Context: an optimization exercise on an open-source flow, tuned for small area. The choices shown serve that exercise and are no tape-out recipe. At most, simulation tests tie the RTL to the original design; equivalence was not proved. No activity file was given, so power comes from the tool's default toggle rates.

job 6868:
// floating_point_adder
module floating_point_adder (f_in1, f_in2, f_out, clk);
input [63:0] f_in1, f_in2;
output reg [63:0] f_out;
input clk;
genvar i, j;
localparam NB = 5;
localparam [6*8-1:0] LOS = {8'd53, 8'd43, 8'd33, 8'd22, 8'd11, 8'd0};
function integer LO;
  input integer j;
  LO = LOS[j * 8 +: 8];
endfunction
wire gt, gtn, sela, selb, sl, sub;
wire [4:0] s, sn;
fa_exp1 ux (.e1(f_in1[62:52]), .e2(f_in2[62:52]), .s1(f_in1[63]), .s2(f_in2[63]),
            .gt(gt), .gtn(gtn), .s(s), .sn(sn), .sela(sela), .selb(selb),
            .sl(sl), .sub(sub));
wire [10:0] eln;
generate
  for (i = 0; i < 11; i = i + 1) begin : emux
    fa_imux g (.x0(f_in2[52 + i]), .x1(f_in1[52 + i]), .s(gt), .sn(gtn), .y(eln[i]));
  end
endgenerate
wire [51:0] mln;
generate
  for (i = 0; i < 52; i = i + 1) begin : amux
    fa_imux g (.x0(f_in2[i]), .x1(f_in1[i]), .s(gt), .sn(gtn), .y(mln[i]));
  end
endgenerate
wire [52:0] y0;
assign y0[52] = gt;
fa_nor2 uy51 (.a(gt), .b(f_in1[51]), .y(y0[51]));
generate
  for (i = 0; i < 51; i = i + 1) begin : ymux
    fa_imux g (.x0(f_in1[i]), .x1(f_in2[i + 1]), .s(gt), .sn(gtn), .y(y0[i]));
  end
endgenerate
wire [52:0] y1, y2, y3, y4, y5;
generate
  for (i = 0; i < 53; i = i + 1) begin : shl
    if (i + 1 < 53) begin : a0
      fa_imux g (.x0(y0[i]), .x1(y0[i + 1]), .s(s[0]), .sn(sn[0]), .y(y1[i]));
    end else begin : b0
      fa_nor2 g (.a(s[0]), .b(y0[i]), .y(y1[i]));
    end
    if (i + 2 < 53) begin : a1
      fa_imux g (.x0(y1[i]), .x1(y1[i + 2]), .s(s[1]), .sn(sn[1]), .y(y2[i]));
    end else begin : b1
      fa_nand2 g (.a(sn[1]), .b(y1[i]), .y(y2[i]));
    end
    if (i + 4 < 53) begin : a2
      fa_imux g (.x0(y2[i]), .x1(y2[i + 4]), .s(s[2]), .sn(sn[2]), .y(y3[i]));
    end else begin : b2
      fa_nor2 g (.a(s[2]), .b(y2[i]), .y(y3[i]));
    end
    if (i + 8 < 53) begin : a3
      fa_imux g (.x0(y3[i]), .x1(y3[i + 8]), .s(s[3]), .sn(sn[3]), .y(y4[i]));
    end else begin : b3
      fa_nand2 g (.a(sn[3]), .b(y3[i]), .y(y4[i]));
    end
    if (i + 16 < 53) begin : a4
      fa_imux g (.x0(y4[i]), .x1(y4[i + 16]), .s(s[4]), .sn(sn[4]), .y(y5[i]));
    end else begin : b4
      fa_nor2 g (.a(s[4]), .b(y4[i]), .y(y5[i]));
    end
  end
endgenerate
  ...
clock: 6.0 ns
lec_check: 0
abc_area: 1
cap_margin: 0
core_margin: 2
core_utilization: 62
gpl_timing_driven: 0
slew_margin: 0
synth_hierarchical: 1
standard.sh (not shown) runs the stock make flow with config.mk's settings and CLKGATE_MAP_FILE= SYNTH_SCRIPT=/design/flow/synth_recipe.tcl, a recipe that flattens the netlist after the stock synthesis.
==> flow/flow/run.sh <==
#!/bin/bash
# The standard layout (standard.sh), with these changes to how it is made:
#  - every port still gets its own buffer, a small one (buf_1);
#  - extra make settings in flow/extra.args, one per line, are passed to make:
#    CTS_ARGS (small clkbuf_4 clusters, no dummy loads) and DONT_USE_CELLS (the
#    platform's list plus the largest buffers and inverters, so that repair
#    builds fanout trees from small buffers). The standard flow writes each
#    tool's log under orfs/logs; make's own output goes to make_finish.log.
set -euo pipefail
cp -r "$FLOW_HOME/scripts" ./scripts_own
cp flow/abc_area.script scripts_own/abc_area.script
extra=()
if [[ -f flow/extra.args ]]; then
  while IFS= read -r line; do [[ -n "$line" ]] && extra+=("$line"); done < flow/extra.args
fi
bash standard.sh SCRIPTS_DIR="$PWD/scripts_own" \
  BUFFER_PORTS_ARGS="-buffer_cell sky130_fd_sc_hd__buf_1" "${extra[@]}" finish \
  > make_finish.log 2>&1
test -s out/final.def
Other scripts of this flow, unchanged in this note and not shown: flow/flow/abc_area.script, flow/flow/extra.args
The following lists how job 1016 was set up differently from job 6868:
- CORE_UTILIZATION: 62 -> 50
Notes after the runs:
Non-clock buffer count of job 1016 exceeds that of job 6868 slightly.
Taking job 6868 as the reference, in job 1016 maximum fanout count along the critical path went up, clock-cell share of area went up, clock input transition at the sequential cells of the worst setup and hold paths did not really move.
Most used routing layer = met1: job 1016; most used routing layer = met2: job 6868
Taking job 6868 as the reference, in job 1016 routed via count -2.2%, die outline width +about 11%, peak clock frequency supported by timing -0.33%.
When the final numbers for job 6868 and job 1016 were put side by side, the number of placed cells counting well taps turned out to be greater in job 1016.
Diff job 6868 -> job 1016: share of cell area taken by multi-input logic gates now sits lower; total detailed-routing wirelength grew by 1.0%.
Job 1016 vs job 6868, type of the worst setup path: register to register vs input pin to register
Job 1016 ended with every stage complete and zero timing, DRC or antenna violations.
Modified inputs, job 6327 compared to job 1016
- swapping 50 for 68 in CORE_UTILIZATION
[summary]
Across job 1016 and job 6327, none had a timing, DRC or antenna violation. Diff job 1016 -> job 6327: number of buffers created by CTS down 5, fraction of power consumed by the clock network lower. From job 1016 to job 6327 the numbers moved as follows: cell count after placement now smaller; maximum achievable frequency moved up. | sum of internal, switching and leakage power | job 6327 vs job 1016 | worse |.
What job 447 does differently from job 6327 at the input level:
- changing CORE_UTILIZATION from 68 to 56
Results
In summary, job 447 completed successfully, with a layout that passed the timing, design-rule and antenna checks. The combinational power share of job 447 falls short of that of job 6327 by 0.7 points. The met3 global-route usage was comparable across job 447 and job 6327. In job 447, the ratio of final minimum period to clock period came out 2.1 points above the value in job 6327.

* * *

== run a ==
floating_point_adder, a different RTL version from the one above (not shown whole).
Size: ~1300 cells after synthesis, about 250 flip-flops, roughly 190 I/O pins, about 12000 um2 of cells after synthesis.
Settings: LEC_CHECK=0, ABC_AREA=1, CAP_MARGIN=0, CORE_MARGIN=2, CORE_UTILIZATION=50, GPL_TIMING_DRIVEN=0, SLEW_MARGIN=0, SYNTH_HIERARCHICAL=1; clock period 6.0 ns.
==> flow/flow/run.sh <==
#!/bin/bash
# The standard layout (standard.sh), with these changes to how it is made:
#  - every port still gets its own buffer, a small one (buf_1);
#  - optional extra make settings in flow/extra.args (one per line) are passed to make.
set -euo pipefail
cp -r "$FLOW_HOME/scripts" ./scripts_own
cp flow/abc_area.script scripts_own/abc_area.script
extra=()
if [[ -f flow/extra.args ]]; then
  while IFS= read -r line; do [[ -n "$line" ]] && extra+=("$line"); done < flow/extra.args
fi
bash standard.sh SCRIPTS_DIR="$PWD/scripts_own" \
  BUFFER_PORTS_ARGS="-buffer_cell sky130_fd_sc_hd__buf_1" "${extra[@]}" finish \
  > make_finish.log 2>&1
test -s out/final.def
==> flow/flow/extra.args <==
CTS_ARGS=-sink_clustering_enable -repair_clock_nets -dont_use_dummy_load -buf_list sky130_fd_sc_hd__clkbuf_4 -sink_clustering_size 12 -sink_clustering_max_diameter 38
DONT_USE_CELLS=sky130_fd_sc_hd__probe_p_8 sky130_fd_sc_hd__probec_p_8 sky130_fd_sc_hd__lpflow_bleeder_1 sky130_fd_sc_hd__lpflow_clkbufkapwr_1 sky130_fd_sc_hd__lpflow_clkbufkapwr_16 sky130_fd_sc_hd__lpflow_clkbufkapwr_2 sky130_fd_sc_hd__lpflow_clkbufkapwr_4 sky130_fd_sc_hd__lpflow_clkbufkapwr_8 sky130_fd_sc_hd__lpflow_clkinvkapwr_1 sky130_fd_sc_hd__lpflow_clkinvkapwr_16 sky130_fd_sc_hd__lpflow_clkinvkapwr_2 sky130_fd_sc_hd__lpflow_clkinvkapwr_4 sky130_fd_sc_hd__lpflow_clkinvkapwr_8 sky130_fd_sc_hd__lpflow_decapkapwr_12 sky130_fd_sc_hd__lpflow_decapkapwr_3 sky130_fd_sc_hd__lpflow_decapkapwr_4 sky130_fd_sc_hd__lpflow_decapkapwr_6 sky130_fd_sc_hd__lpflow_decapkapwr_8 sky130_fd_sc_hd__lpflow_inputiso0n_1 sky130_fd_sc_hd__lpflow_inputiso0p_1 sky130_fd_sc_hd__lpflow_inputiso1n_1 sky130_fd_sc_hd__lpflow_inputiso1p_1 sky130_fd_sc_hd__lpflow_inputisolatch_1 sky130_fd_sc_hd__lpflow_isobufsrc_1 sky130_fd_sc_hd__lpflow_isobufsrc_16 sky130_fd_sc_hd__lpflow_isobufsrc_2 sky130_fd_sc_hd__lpflow_isobufsrc_4 sky130_fd_sc_hd__lpflow_isobufsrc_8 sky130_fd_sc_hd__lpflow_isobufsrckapwr_16 sky130_fd_sc_hd__lpflow_lsbuf_lh_hl_isowell_tap_1 sky130_fd_sc_hd__lpflow_lsbuf_lh_hl_isowell_tap_2 sky130_fd_sc_hd__lpflow_lsbuf_lh_hl_isowell_tap_4 sky130_fd_sc_hd__lpflow_lsbuf_lh_isowell_4 sky130_fd_sc_hd__lpflow_lsbuf_lh_isowell_tap_1 sky130_fd_sc_hd__lpflow_lsbuf_lh_isowell_tap_2 sky130_fd_sc_hd__lpflow_lsbuf_lh_isowell_tap_4 sky130_fd_sc_hd__buf_6 sky130_fd_sc_hd__buf_8 sky130_fd_sc_hd__buf_12 sky130_fd_sc_hd__buf_16 sky130_fd_sc_hd__bufbuf_8 sky130_fd_sc_hd__bufbuf_16 sky130_fd_sc_hd__bufinv_8 sky130_fd_sc_hd__bufinv_16 sky130_fd_sc_hd__clkbuf_16 sky130_fd_sc_hd__inv_6 sky130_fd_sc_hd__inv_8 sky130_fd_sc_hd__inv_12 sky130_fd_sc_hd__inv_16 sky130_fd_sc_hd__clkinv_8 sky130_fd_sc_hd__clkinv_16
Other scripts of this flow, unchanged in this note and not shown: flow/flow/abc_area.script
#### Input delta (run b over run a)
-- flow/flow/extra.args --
<<< run a, line 1
CTS_ARGS=-sink_clustering_enable -repair_clock_nets -dont_use_dummy_load -buf_list sky130_fd_sc_hd__clkbuf_4 -sink_clustering_size 12 -sink_clustering_max_diameter 38
>>> run b, line 1
CTS_ARGS=-sink_clustering_enable -repair_clock_nets -dont_use_dummy_load -buf_list sky130_fd_sc_hd__clkbuf_4 -sink_clustering_size 11 -sink_clustering_max_diameter 42
Run b -> run a: met2 global-route usage flat. On top achievable clock speed, run b and run a are neck and neck. [compare] base=run a new=run b: final-layout clock buffer total fell by 2.6%; starting density of the core roughly the same; final area shows no meaningful change. Run b and run a ended up with nearly the same wire length. The final worst hold slack in run b sits 14 ps above the value recorded for run a. Clock tree skew after final layout sits higher in run b than in run a.
No functional check of the RTL was part of any run of this note.

re-timing with driven ports:
The flow's constraints put no driver on any port. The routed layouts listed below were extracted and timed again, unchanged, in two steps.
Step 1 (the two cells are an assumption about what drives the block):
set clk [get_ports {clk}]
set_driving_cell -lib_cell sky130_fd_sc_hd__clkbuf_16 $clk
set_driving_cell -lib_cell sky130_fd_sc_hd__buf_2 [delete_from_list [all_inputs] $clk]
Step 2 also shifts input and output timing later by t, the mid clock arrival at the registers, as if the neighbouring blocks saw the same clock.
Slacks: no drivers / after step 1 / after step 2; pairs: no drivers / after step 1.
run | t (ns) | slack for setup (ns) | worst slew at a driven data input, ns
job 6868 | 0.709 | 0.330 / 0.346 / -0.363 | 0.06
job 1016 | 0.640 | 0.312 / 0.312 / -0.263 | 0.06
job 6327 | 0.725 | 0.355 / 0.355 / -0.314 | 0.07
job 447 | 0.639 | 0.228 / 0.228 / -0.295 | 0.07
run a | 0.665 | 0.274 / 0.274 / -0.166 | 0.08
run b | 0.659 | 0.290 / 0.290 / -0.146 | 0.08
Met with ideal ports but missed after step 2: setup timing in every run listed. The setup slack of job 6868, which loses most, moves by +0.016 ns with the drivers and by -0.693 ns with both steps.
